What follows belongs to an exercise in optimizing a design on an open flow for small area; a production flow would make more cautious choices. Only simulation tests tie the RTL to the original design; equivalence was not proved. The clock port is modelled as an ideal driver, which makes a skipped or thinned clock tree look cheaper than it is; a real chip needs a root buffer or a tree. No activity file was given, so power comes from the tool's default toggle rates.

==> run Y: inputs <==
==> flow/design.v <==
module lcd_component(
  input CLOCK_50,
  input rst_n,
  output LCD_ON,
  output LCD_BLON,
  output LCD_RW,
  output LCD_EN,
  output LCD_RS,
  output [7:0] LCD_DATA,
  input [2:0] mess,
  input [1:0] isServer
);
assign LCD_ON   = 1'b1;
assign LCD_BLON = 1'b1;
assign LCD_RW   = 1'b0;
reg [8:0] p;
reg [7:0] k;
reg       F;
reg       l1;
reg [2:0] l2;
wire act  = (k[7:6] == 2'd0) && (k[5:4] != 2'd0 || k[3:0] >= 4'd11);
wire last = (F && k[5:0] == 6'd11) ? (p == 9'd278) : (p == 9'd257);
wire ld   = (k == 8'd10) && (p == 9'd510);
always @(posedge CLOCK_50 or negedge rst_n)
begin
  if (!rst_n) begin
    p <= 9'd254;
    k <= 8'd10;
    F <= 1'b1;
  end else begin
    if (act && last) begin
      p <= 9'd0;
      if (k[5:0] == 6'd63) begin
        p <= F ? 9'd448 : 9'd427;
        k <= 8'd90;
        F <= 1'b0;
      end else if (k[5:0] == 6'd31)
        k <= 8'd47;
      else
        k <= k + 1'b1;
    end else begin
      p <= p + 1'b1;
      if (&p) k <= k + 1'b1;
    end
  end
end
always @(posedge CLOCK_50)
begin
  if (ld) begin
    if (!isServer[1]) l1 <= isServer[0];
    case (mess)
      3'd0: l2 <= 3'd0;
      3'd1: l2 <= 3'd7;
      3'd2: l2 <= 3'd3;
      3'd3: l2 <= 3'd5;
      3'd4: l2 <= 3'd1;
      3'd5: l2 <= 3'd6;
      default: ;
    endcase
  end
end
assign LCD_EN = act && p >= 9'd3 && p <= 9'd20;
reg [7:0] c1, c2;
wire [3:0] j = k[3:0];
always @(*) begin
  if (!l1)
    case (j)
      0: c1 = 8'h67; 1: c1 = 8'h76; 2: c1 = 8'h73; 3: c1 = 8'h69;
      4: c1 = 8'h78; 5: c1 = 8'h84; 6: c1 = 8'h20; 7: c1 = 8'h53;
      8: c1 = 8'h54; 9: c1 = 8'h41; 10: c1 = 8'h54; 11: c1 = 8'h55;
      12: c1 = 8'h53; default: c1 = 8'h20;
    endcase
  else
    case (j)
      0: c1 = 8'h53; 1: c1 = 8'h45; 2: c1 = 8'h52; 3: c1 = 8'h56;
      4: c1 = 8'h45; 5: c1 = 8'h52; 6: c1 = 8'h20; 7: c1 = 8'h53;
      8: c1 = 8'h54; 9: c1 = 8'h41; 10: c1 = 8'h54; 11: c1 = 8'h55;
      12: c1 = 8'h53; default: c1 = 8'h20;
    endcase
  case ({l2, j})
    7'd0: c2 = 8'h73;
    7'd1: c2 = 8'h68;
    7'd2: c2 = 8'h76;
    7'd3: c2 = 8'h69;
    7'd4: c2 = 8'h46;
    7'd5: c2 = 8'h46;
    7'd6: c2 = 8'h46;
    7'd7: c2 = 8'h20;
    7'd8: c2 = 8'h20;
    7'd9: c2 = 8'h20;
    7'd10: c2 = 8'h20;
    7'd11: c2 = 8'h20;
    7'd12: c2 = 8'h20;
    7'd13: c2 = 8'h20;
    7'd14: c2 = 8'h20;
    7'd15: c2 = 8'h20;
    7'd112: c2 = 8'h50;
    7'd113: c2 = 8'h61;
    7'd114: c2 = 8'h67;
    7'd115: c2 = 8'h65;
    7'd116: c2 = 8'h20;
    7'd117: c2 = 8'h49;
    7'd118: c2 = 8'h20;
    7'd119: c2 = 8'h53;
    7'd120: c2 = 8'h65;
    7'd121: c2 = 8'h6E;
    7'd122: c2 = 8'h74;
    7'd123: c2 = 8'h20;
    7'd124: c2 = 8'h20;
    7'd125: c2 = 8'h20;
    7'd126: c2 = 8'h20;
    7'd127: c2 = 8'h20;
    7'd48: c2 = 8'h50;
    7'd49: c2 = 8'h61;
    7'd50: c2 = 8'h67;
    7'd51: c2 = 8'h65;
    7'd52: c2 = 8'h20;
    7'd53: c2 = 8'h50;
    7'd54: c2 = 8'h20;
    7'd55: c2 = 8'h53;
    7'd56: c2 = 8'h65;
    7'd57: c2 = 8'h6E;
    7'd58: c2 = 8'h74;
    7'd59: c2 = 8'h20;
    7'd60: c2 = 8'h20;
    7'd61: c2 = 8'h20;
    7'd62: c2 = 8'h20;
    7'd63: c2 = 8'h20;
    7'd80: c2 = 8'h50;
    7'd81: c2 = 8'h61;
    7'd82: c2 = 8'h67;
    7'd83: c2 = 8'h65;
    7'd84: c2 = 8'h20;
    7'd85: c2 = 8'h51;
    7'd86: c2 = 8'h20;
    7'd87: c2 = 8'h53;
    7'd88: c2 = 8'h65;
    7'd89: c2 = 8'h6E;
    7'd90: c2 = 8'h74;
    7'd91: c2 = 8'h20;
    7'd92: c2 = 8'h20;
    7'd93: c2 = 8'h20;
    7'd94: c2 = 8'h20;
    7'd95: c2 = 8'h20;
    7'd16: c2 = 8'h50;
    7'd17: c2 = 8'h61;
    7'd18: c2 = 8'h67;
    7'd19: c2 = 8'h65;
    7'd20: c2 = 8'h20;
    7'd21: c2 = 8'h52;
    7'd22: c2 = 8'h65;
    7'd23: c2 = 8'h63;
    7'd24: c2 = 8'h65;
    7'd25: c2 = 8'h69;
    7'd26: c2 = 8'h76;
    7'd27: c2 = 8'h65;
    7'd28: c2 = 8'h64;
    7'd29: c2 = 8'h20;
    7'd30: c2 = 8'h20;
    7'd31: c2 = 8'h20;
    7'd96: c2 = 8'h50;
    7'd97: c2 = 8'h61;
    7'd98: c2 = 8'h67;
    7'd99: c2 = 8'h65;
    7'd100: c2 = 8'h20;
    7'd101: c2 = 8'h4C;
    7'd102: c2 = 8'h6F;
    7'd103: c2 = 8'h61;
    7'd104: c2 = 8'h64;
    7'd105: c2 = 8'h65;
    7'd106: c2 = 8'h64;
    7'd107: c2 = 8'h20;
    7'd108: c2 = 8'h20;
    7'd109: c2 = 8'h20;
    7'd110: c2 = 8'h20;
    7'd111: c2 = 8'h20;
    default: c2 = 8'h20;
  endcase
end
reg [8:0] lut;
always @(*) begin
  if (!act)             lut = F ? 9'h000 : 9'h120;
  else
    case (k[5:4])
      2'd3: lut = {1'b1, c2};
      2'd2: lut = 9'h0C0;
      2'd1: lut = {1'b1, c1};
      default:
        case (k[2:0])
          3'd3: lut = 9'h038; 3'd4: lut = 9'h00C; 3'd5: lut = 9'h001;
          3'd6: lut = 9'h006; default: lut = 9'h080;
        endcase
    endcase
end
assign LCD_RS   = lut[8];
assign LCD_DATA = lut[7:0];
endmodule
==> flow/flow/run.sh <==
#!/bin/bash
# Own flow: the standard layout, with an area-oriented ABC mapping in synthesis
# (adders left to ABC instead of fixed half-adder cells) and the smallest
# buffer on the ports; the clock tree is collapsed to one buffer (its root)
# after CTS, without dummy loads; the reset port's buffer is a stronger cell.
set -euo pipefail
W=$(pwd)
export FLOW_ABC_SCRIPTS="$W/flow/abc_nf.script $W/flow/abc_amap.script"
export FLOW_ABC_SEEDS="0 1 2 3 4 5 6 7 8 9 10 11 12 13 14 15 16 17 18 19"
export FLOW_STD_SYNTH=$W/synth_recipe.tcl
SYN=(SYNTH_SCRIPT=$W/flow/synth_area.tcl ADDER_MAP_FILE=)
bash standard.sh synth "${SYN[@]}" > $W/synth.log 2>&1
LAY=("${SYN[@]}" "BUFFER_PORTS_ARGS=-buffer_cell sky130_fd_sc_hd__buf_1"
  "CTS_ARGS=-sink_clustering_enable -repair_clock_nets -dont_use_dummy_load -root_buf sky130_fd_sc_hd__clkbuf_16")
R=$W/orfs/results/$FLOW_PLATFORM/lcd_component/base
bash standard.sh 3_3_place_gp "${LAY[@]}" > $W/layout.log 2>&1
PLACE_DB=$R/3_3_place_gp.odb RESET_PORT=rst_n PORT_BUF_CELL=sky130_fd_sc_hd__buf_4 \
  openroad -no_init -exit $W/flow/size_port_buffer.tcl > $W/size_port_buffer.log 2>&1
bash standard.sh cts "${LAY[@]}" > $W/layout_cts.log 2>&1
CTS_DB=$R/4_cts.odb CLOCK_PORT=CLOCK_50 \
  openroad -no_init -exit $W/flow/flatten_clock.tcl > $W/flatten_clock.log 2>&1
bash standard.sh finish "${LAY[@]}" > $W/layout_finish.log 2>&1
==> flow/flow/abc_amap.script <==
strash
&get -n
&deepsyn -T 30 -S @SEED@
&put
dch -f
amap
==> flow/flow/abc_nf.script <==
strash
&get -n
&deepsyn -T 30 -S @SEED@
&put
&get -n
&dch -f
&nf -a -R 1000
&put
==> flow/flow/flatten_clock.tcl <==
# Collapse the clock tree to its root buffer: every clock buffer driven by the
# root buffer is removed and its sinks are moved onto the root buffer's net.
read_db $::env(CTS_DB)
set block [ord::get_db_block]
set root ""
foreach it [[$block findNet $::env(CLOCK_PORT)] getITerms] {
  if { [$it isInputSignal] && [string match "*clkbuf*" [[[$it getInst] getMaster] getName]] } {
    set root [$it getInst]
  }
}
if { $root eq "" } { error "no root clock buffer" }
set rootnet [[$root findITerm X] getNet]
set n 0
foreach it [$rootnet getITerms] {
  set inst [$it getInst]
  if { $inst eq $root || ![string match "*clkbuf*" [[$inst getMaster] getName]] } { continue }
  if { [[$it getMTerm] getName] ne "A" } { continue }
  set leafnet [[$inst findITerm X] getNet]
  foreach sink [$leafnet getITerms] {
    if { [$sink getInst] eq $inst } { continue }
    $sink disconnect
    $sink connect $rootnet
  }
  $it disconnect
  [$inst findITerm X] disconnect
  odb::dbInst_destroy $inst
  odb::dbNet_destroy $leafnet
  incr n
}
puts "removed $n clock buffers below [$root getName]"
write_db $::env(CTS_DB)
==> flow/flow/size_port_buffer.tcl <==
# Give the input port buffer on the reset net (which fans out to every
# register's reset pin) a stronger cell, instead of the buffer that repair
# would otherwise add after it. Run after global placement, before
# resizing and detailed placement legalize the cells.
read_db $::env(PLACE_DB)
set block [ord::get_db_block]
set master [[ord::get_db] findMaster $::env(PORT_BUF_CELL)]
set n 0
foreach it [[$block findNet $::env(RESET_PORT)] getITerms] {
  set inst [$it getInst]
  if { [string match "*__buf_*" [[$inst getMaster] getName]] } {
    $inst swapMaster $master
    incr n
  }
}
puts "resized $n port buffers on $::env(RESET_PORT) to $::env(PORT_BUF_CELL)"
write_db $::env(PLACE_DB)
==> flow/flow/synth_area.tcl <==
# The standard synthesis (synth_recipe.tcl), with the final technology mapping
# done by an area-oriented ABC script instead of ORFS's speed script. The
# mapping is tried with several scripts and random seeds of ABC's &deepsyn,
# and the smallest result is kept.
proc abc {args} {
  set i [lsearch -exact $args -script]
  if { $i >= 0 } {
    set args [lreplace $args $i [expr { $i + 1 }]]
  }
  set j [lsearch -exact $args -D]
  if { $j >= 0 } {
    set args [lreplace $args $j [expr { $j + 1 }]]
  }
  set lib [lindex $args [expr { [lsearch -exact $args -liberty] + 1 }]]
  yosys design -save my_pre_abc
  set best -1
  foreach script $::env(FLOW_ABC_SCRIPTS) {
    set tmpl [read [open $script]]
    set name [file rootname [file tail $script]]
    foreach seed $::env(FLOW_ABC_SEEDS) {
      yosys design -load my_pre_abc
      set f $::env(RESULTS_DIR)/${name}_$seed.script
      set fh [open $f w]
      puts -nonewline $fh [string map [list @SEED@ $seed] $tmpl]
      close $fh
      yosys abc {*}$args -script $f
      set st $::env(RESULTS_DIR)/${name}_$seed.stat
      yosys tee -q -o $st stat -liberty $lib
      set area 0
      regexp {Chip area for module [^:]*:\s*([0-9.]+)} [read [open $st]] -> area
      puts "abc $name seed $seed: area $area"
      if { $best < 0 || $area < $best } {
        set best $area
        yosys design -save my_best_abc
      }
    }
  }
  puts "abc best area $best"
  yosys design -load my_best_abc
}
source $::env(FLOW_STD_SYNTH)
==> flow/standard.sh <==
#!/bin/bash
# synth_recipe.tcl (not shown) runs the flow's synth.tcl, then flattens the netlist and writes it again
# the make line also repeats each setting of config.mk as NAME=value (left out here)
make -C /OpenROAD-flow-scripts/flow DESIGN_CONFIG=/design/flow/config.mk WORK_HOME=/design/flow/orfs CLKGATE_MAP_FILE= SYNTH_SCRIPT=/design/flow/synth_recipe.tcl "${@:-finish}"
==> flow/config.mk <==
export PLATFORM = sky130hd
export DESIGN_NAME = lcd_component
export DESIGN_NICKNAME = lcd_component
export VERILOG_FILES = /design/flow/design.v
export SDC_FILE = /design/flow/constraint.sdc
export NUM_CORES = 4
export LEC_CHECK = 0
export CAP_MARGIN = 20
export CORE_MARGIN = 2
export CORE_UTILIZATION = 40
export SLEW_MARGIN = 20
==> flow/constraint.sdc <==
create_clock -name core_clock -period 10.0 [get_ports {CLOCK_50}]
set_input_delay 2.0000 -clock core_clock [delete_from_list [all_inputs] [get_ports {CLOCK_50}]]
set_output_delay 2.0000 -clock core_clock [all_outputs]
set_load 0.01 [all_outputs]
==> run X (differences from run Y) <==
==> flow/flow/run.sh (replaced) <==
#!/bin/bash
# Own flow: the standard layout, with an area-oriented ABC mapping in synthesis
# (adders left to ABC instead of fixed half-adder cells) and the smallest
# buffer on the ports; the clock tree is collapsed to one buffer (its root)
# after CTS, without dummy loads.
set -euo pipefail
W=$(pwd)
export FLOW_ABC_SCRIPT=$W/flow/abc_min_area.script
export FLOW_ABC_SEEDS="5"
export FLOW_STD_SYNTH=$W/synth_recipe.tcl
SYN=(SYNTH_SCRIPT=$W/flow/synth_area.tcl ADDER_MAP_FILE=)
bash standard.sh synth "${SYN[@]}" > $W/synth.log 2>&1
LAY=("${SYN[@]}" "BUFFER_PORTS_ARGS=-buffer_cell sky130_fd_sc_hd__buf_1"
  "CTS_ARGS=-sink_clustering_enable -repair_clock_nets -dont_use_dummy_load -root_buf sky130_fd_sc_hd__clkbuf_16")
bash standard.sh cts "${LAY[@]}" > $W/layout.log 2>&1
CTS_DB=$W/orfs/results/$FLOW_PLATFORM/lcd_component/base/4_cts.odb CLOCK_PORT=CLOCK_50 \
  openroad -no_init -exit $W/flow/flatten_clock.tcl > $W/flatten_clock.log 2>&1
bash standard.sh finish "${LAY[@]}" > $W/layout_finish.log 2>&1
==> flow/flow/abc_min_area.script (new file) <==
strash
&get -n
&deepsyn -T 30 -S @SEED@
&put
&get -n
&dch -f
&nf -a -R 1000
&put
==> flow/flow/synth_area.tcl (replaced) <==
# The standard synthesis (synth_recipe.tcl), with the final technology mapping
# done by an area-oriented ABC script instead of ORFS's speed script. The
# mapping is tried with several random seeds of ABC's &deepsyn and the
# smallest result is kept.
proc abc {args} {
  set i [lsearch -exact $args -script]
  if { $i >= 0 } {
    set args [lreplace $args $i [expr { $i + 1 }]]
  }
  set j [lsearch -exact $args -D]
  if { $j >= 0 } {
    set args [lreplace $args $j [expr { $j + 1 }]]
  }
  set lib [lindex $args [expr { [lsearch -exact $args -liberty] + 1 }]]
  set tmpl [read [open $::env(FLOW_ABC_SCRIPT)]]
  yosys design -save my_pre_abc
  set best -1
  foreach seed $::env(FLOW_ABC_SEEDS) {
    yosys design -load my_pre_abc
    set f $::env(RESULTS_DIR)/abc_seed_$seed.script
    set fh [open $f w]
    puts -nonewline $fh [string map [list @SEED@ $seed] $tmpl]
    close $fh
    yosys abc {*}$args -script $f
    set st $::env(RESULTS_DIR)/abc_seed_$seed.stat
    yosys tee -q -o $st stat -liberty $lib
    set area 0
    regexp {Chip area for module [^:]*:\s*([0-9.]+)} [read [open $st]] -> area
    puts "abc seed $seed: area $area"
    if { $best < 0 || $area < $best } {
      set best $area
      yosys design -save my_best_abc
    }
  }
  puts "abc best area $best"
  yosys design -load my_best_abc
}
source $::env(FLOW_STD_SYNTH)
removed: flow/flow/abc_amap.script
removed: flow/flow/abc_nf.script
removed: flow/flow/size_port_buffer.tcl
==> run A (differences from run Y) <==
==> flow/flow/run.sh (replaced) <==
#!/bin/bash
# Own flow: the standard layout, with an area-oriented ABC mapping in synthesis
# (adders left to ABC instead of fixed half-adder cells) and the smallest
# buffer on the ports; the clock tree is built without dummy loads.
set -euo pipefail
W=$(pwd)
export FLOW_ABC_SCRIPT=$W/flow/abc_min_area.script
export FLOW_ABC_SEEDS="5"
export FLOW_STD_SYNTH=$W/synth_recipe.tcl
SYN=(SYNTH_SCRIPT=$W/flow/synth_area.tcl ADDER_MAP_FILE=)
bash standard.sh synth "${SYN[@]}" > $W/synth.log 2>&1
bash standard.sh finish "${SYN[@]}" \
  "BUFFER_PORTS_ARGS=-buffer_cell sky130_fd_sc_hd__buf_1" \
  "CTS_ARGS=-repair_clock_nets -dont_use_dummy_load -buf_list sky130_fd_sc_hd__clkbuf_8" > $W/layout.log 2>&1
==> flow/flow/abc_min_area.script (new file) <==
strash
&get -n
&deepsyn -T 30 -S @SEED@
&put
&get -n
&dch -f
&nf -a -R 1000
&put
==> flow/flow/synth_area.tcl (replaced) <==
# The standard synthesis (synth_recipe.tcl), with the final technology mapping
# done by an area-oriented ABC script instead of ORFS's speed script. The
# mapping is tried with several random seeds of ABC's &deepsyn and the
# smallest result is kept.
proc abc {args} {
  set i [lsearch -exact $args -script]
  if { $i >= 0 } {
    set args [lreplace $args $i [expr { $i + 1 }]]
  }
  set j [lsearch -exact $args -D]
  if { $j >= 0 } {
    set args [lreplace $args $j [expr { $j + 1 }]]
  }
  set lib [lindex $args [expr { [lsearch -exact $args -liberty] + 1 }]]
  set tmpl [read [open $::env(FLOW_ABC_SCRIPT)]]
  yosys design -save my_pre_abc
  set best -1
  foreach seed $::env(FLOW_ABC_SEEDS) {
    yosys design -load my_pre_abc
    set f $::env(RESULTS_DIR)/abc_seed_$seed.script
    set fh [open $f w]
    puts -nonewline $fh [string map [list @SEED@ $seed] $tmpl]
    close $fh
    yosys abc {*}$args -script $f
    set st $::env(RESULTS_DIR)/abc_seed_$seed.stat
    yosys tee -q -o $st stat -liberty $lib
    set area 0
    regexp {Chip area for module [^:]*:\s*([0-9.]+)} [read [open $st]] -> area
    puts "abc seed $seed: area $area"
    if { $best < 0 || $area < $best } {
      set best $area
      yosys design -save my_best_abc
    }
  }
  puts "abc best area $best"
  yosys design -load my_best_abc
}
source $::env(FLOW_STD_SYNTH)
removed: flow/flow/abc_amap.script
removed: flow/flow/abc_nf.script
removed: flow/flow/flatten_clock.tcl
removed: flow/flow/size_port_buffer.tcl
==> summary of the runs <==
Combinational power is about the same in run Y and run X.
The highest via count belongs to run Y, the lowest to run A.
Against run A, the sequential share of layout area of run Y is higher by 0.71 points.
Register-to-register slack, lowest first: run Y, run A, run X.
In run Y the clock skew is lower than in run X, by 0.0023 ns.
==> figures <==
	run X	run Y	run A
Filler cell count	383	392	384
Non-clock buffer share	3.90%	3.73%	3.86%
Status	finished clean	finished clean	finished clean
Most common cell after layout, fill and taps aside	nand2_1	nor2_1	nand2_1
Met3 GRT Util	3.67%	2.36%	4.83%
Share of the synthesized area in the top cell type	16.4%	16.6%	16.4%
Fraction of layout instances using a drive strength above 1	5.45%	4.90%	6.31%
Detail Route met3 WL	316 um	362 um	300 um
Critical path buffer and inverter count	1	3	1
Placed Cells incl. Taps	267	292	267
Largest driver fanout on the critical path	17	10	17
Total power draw	136 uW	136 uW	149 uW

-- port drivers added, routing unchanged --
The flow's constraints put no driver on any port. The routed layouts listed below were extracted and timed again, unchanged, in two steps. Step 1, drivers: a clkbuf_16 drives CLOCK_50 and a buf_2 each remaining input, both assumed. Step 2 moves the port delays by t, midway between the first and last clock arrival at a register: inputs arrive t later, outputs are due t later. That takes back most of the time a late clock gives input paths. Three values: no drivers, after step 1, after step 2; two values: the first two.
| run | t, ns | setup slack, ns | worst setup path at the end | clock arrival spread, ns | slew at the worst register clock pin (ns) |
|---|---|---|---|---|---|
| run Y | 0.180 | 4.228 / 4.198 / 4.378 | register to output | 0.003 / 0.003 | 0.09 / 0.09 |
| run X | 0.175 | 5.437 / 5.410 / 5.585 | register to output | 0.006 / 0.005 | 0.09 / 0.09 |
| run A | 0.279 | 5.310 / 5.288 / 5.568 | register to output | 0.021 / 0.021 | 0.09 / 0.09 |
After both steps setup and hold are still met in every run listed.
